Context: an optimization exercise on an open-source flow, tuned for small area. The choices shown serve that exercise and are no tape-out recipe. The RTL was checked by simulation tests, not by an equivalence proof against the original design.

== build 49 ==
// cordic_amplitude_angle
module cordic_amplitude_angle (
    input                clk,
    input                rst_n,
    input  signed [31:0] x,
    input  signed [31:0] y,
    input                pre_vaild,
    output signed [31:0] amplitude,
    output signed [31:0] angle,
    output reg           post_vaild
);
Size in the first run: roughly 5300 cells after synthesis, roughly 130 I/O pins, roughly 0.050 mm2 of cells after synthesis.
==> flow/config.mk <==
export PLATFORM = sky130hd
export DESIGN_NAME = cordic_amplitude_angle
export DESIGN_NICKNAME = cordic_amplitude_angle
export VERILOG_FILES = /design/flow/design.v
export SDC_FILE = /design/flow/constraint.sdc
export NUM_CORES = 4
export LEC_CHECK = 0
export CAP_MARGIN = 20
export CORE_MARGIN = 2
export CORE_UTILIZATION = 40
export SLEW_MARGIN = 20
==> flow/constraint.sdc <==
create_clock -name core_clock -period 7.5 [get_ports {clk}]
set_input_delay 1.5000 -clock core_clock [delete_from_list [all_inputs] [get_ports {clk}]]
set_output_delay 1.5000 -clock core_clock [all_outputs]
set_load 0.01 [all_outputs]
standard.sh (not shown) runs the stock make flow with config.mk's settings and CLKGATE_MAP_FILE= SYNTH_SCRIPT=/design/flow/synth_recipe.tcl, a recipe that flattens the netlist after the stock synthesis.
==> flow/flow/run.sh <==
#!/bin/bash
# The standard layout flow (standard.sh) with one change: the buffers that
# global placement puts on every input and output port are
# sky130_fd_sc_hd__buf_1 cells instead of the default choice (the resizer may
# still upsize them). standard.sh's own output goes to standard_flow.log; each
# ORFS step keeps its full log under orfs/logs/.
export BUFFER_PORTS_ARGS="-buffer_cell sky130_fd_sc_hd__buf_1"
bash standard.sh > standard_flow.log 2>&1
Build 49: full flow OK, the timing, DRC and antenna checks passed
The following lists how build 21 was set up differently from build 49:
==> flow/flow/run.sh <==
#!/bin/bash
# The standard layout flow (standard.sh), with the port buffers that global
# placement inserts on every input and output made of sky130_fd_sc_hd__buf_1
# cells instead of the default choice; the resizer may still upsize them.
export BUFFER_PORTS_ARGS="-buffer_cell sky130_fd_sc_hd__buf_1"
# Remove the buffers ABC inserted and let the resizer buffer the design instead.
export REMOVE_ABC_BUFFERS=1
bash standard.sh > standard_flow.log 2>&1
status=$?
cp standard.sh standard_copy.sh.txt 2>/dev/null
exit $status
--- outcome ---
Via count (build 21 vs. build 49) decreases slightly
Build 21 vs. build 49: detailed-route wire length now sits lower, number of gates resized after cts increased by 39% relative to the old numbers, cell area after layout held, clock buffer count now sits higher.
Going from build 49 to build 21, global-route track usage on met3 essentially unchanged, average via count per standard cell decreased 0.71%, worst hold slack essentially unchanged.
Looking at wire length of the first global-routing pass across both flows, build 21 is the stronger of the two, with build 49 trailing.
Measured against each other, build 21 and build 49 differ in number of global-route vias before repair, the higher figure coming from build 49.
## Diff of input files: build 78 against build 21
Settings: an added CTS_CLUSTER_SIZE of 25; an added CTS_CLUSTER_DIAMETER of 70.
==> flow/flow/run.sh <==
#!/bin/bash
# The standard layout flow (standard.sh) with one change: the buffers that
# global placement puts on every input and output port are
# sky130_fd_sc_hd__buf_1 cells instead of the default choice (the resizer may
# still upsize them). standard.sh's own output goes to standard_flow.log; each
# ORFS step keeps its full log under orfs/logs/.
export BUFFER_PORTS_ARGS="-buffer_cell sky130_fd_sc_hd__buf_1"
bash standard.sh > standard_flow.log 2>&1
==> comparison <==
Build 78: no failed stages, no open violations at the end. Max freq build 21 -> build 78: degraded. Compared with build 21, in build 78 final worst-path cycle share increased by 1.4 points relative to the old numbers, post-route minimum period increased by 0.10 ns relative to the old numbers. Build 78: global-route usage 0.35 points above build 21. On number of global-route vias before repair: build 78 sits above build 21. Build 78 vs build 21: number of buffers outside the clock class in the layout down by a few percent.
[inputs] build 19 vs build 78
Settings: CTS_CLUSTER_SIZE: 25 -> unset; CTS_CLUSTER_DIAMETER: 70 -> unset.
==> flow/flow/run.sh <==
#!/bin/bash
# The standard layout flow (standard.sh), with the port buffers that global
# placement inserts on every input and output made of sky130_fd_sc_hd__buf_1
# cells instead of the default choice; the resizer may still upsize them.
export BUFFER_PORTS_ARGS="-buffer_cell sky130_fd_sc_hd__buf_1"
bash standard.sh > standard_flow.log 2>&1
status=$?
cp standard.sh standard_copy.sh.txt 2>/dev/null
exit $status
## What came out
- The vias after detailed routing of build 19 and that of build 78 are within noise of each other.
- Relative to build 78, the detailed route wirelength on metal3 measured on build 19 has increased by a little under 10%.
- Looking at build 19 and build 78, the sequential share of layout area is a wash.
- Status: achievable clock frequency parity (build 78, build 19)

==> re-timing with driven ports <==
The flow's constraints put no driver on any port. The routed layouts listed below were extracted and timed again, unchanged, in two steps. Step 1 assumes that a clkbuf_16 drives the clock port and a buf_2 every other input. Step 2 adds t to the input delays and takes it off the output delays; t is the mean of the earliest and latest rising clock arrival at the registers after step 1. Input paths then give back, and output paths get back, about the clock's delay inside the block. Three values: no drivers, after step 1, after step 2; two values: the first two.
| run | t (ns) | setup WS [ns] | worst setup path after step 2 | latest minus earliest clock arrival (ns) | worst slew at a driven data input, ns |
|---|---|---|---|---|---|
| build 49 | 0.724 | 0.146 / 0.080 / 0.402 | register to register | 0.053 / 0.054 | 0.04 |
| build 21 | 0.722 | 0.241 / 0.175 / 0.546 | register to register | 0.018 / 0.017 | 0.13 |
| build 78 | 0.709 | 0.139 / 0.068 / 0.429 | register to register | 0.062 / 0.061 | 0.04 |
| build 19 | 0.724 | 0.146 / 0.080 / 0.402 | register to register | 0.053 / 0.054 | 0.04 |
After both steps setup and hold are still met in every run listed.
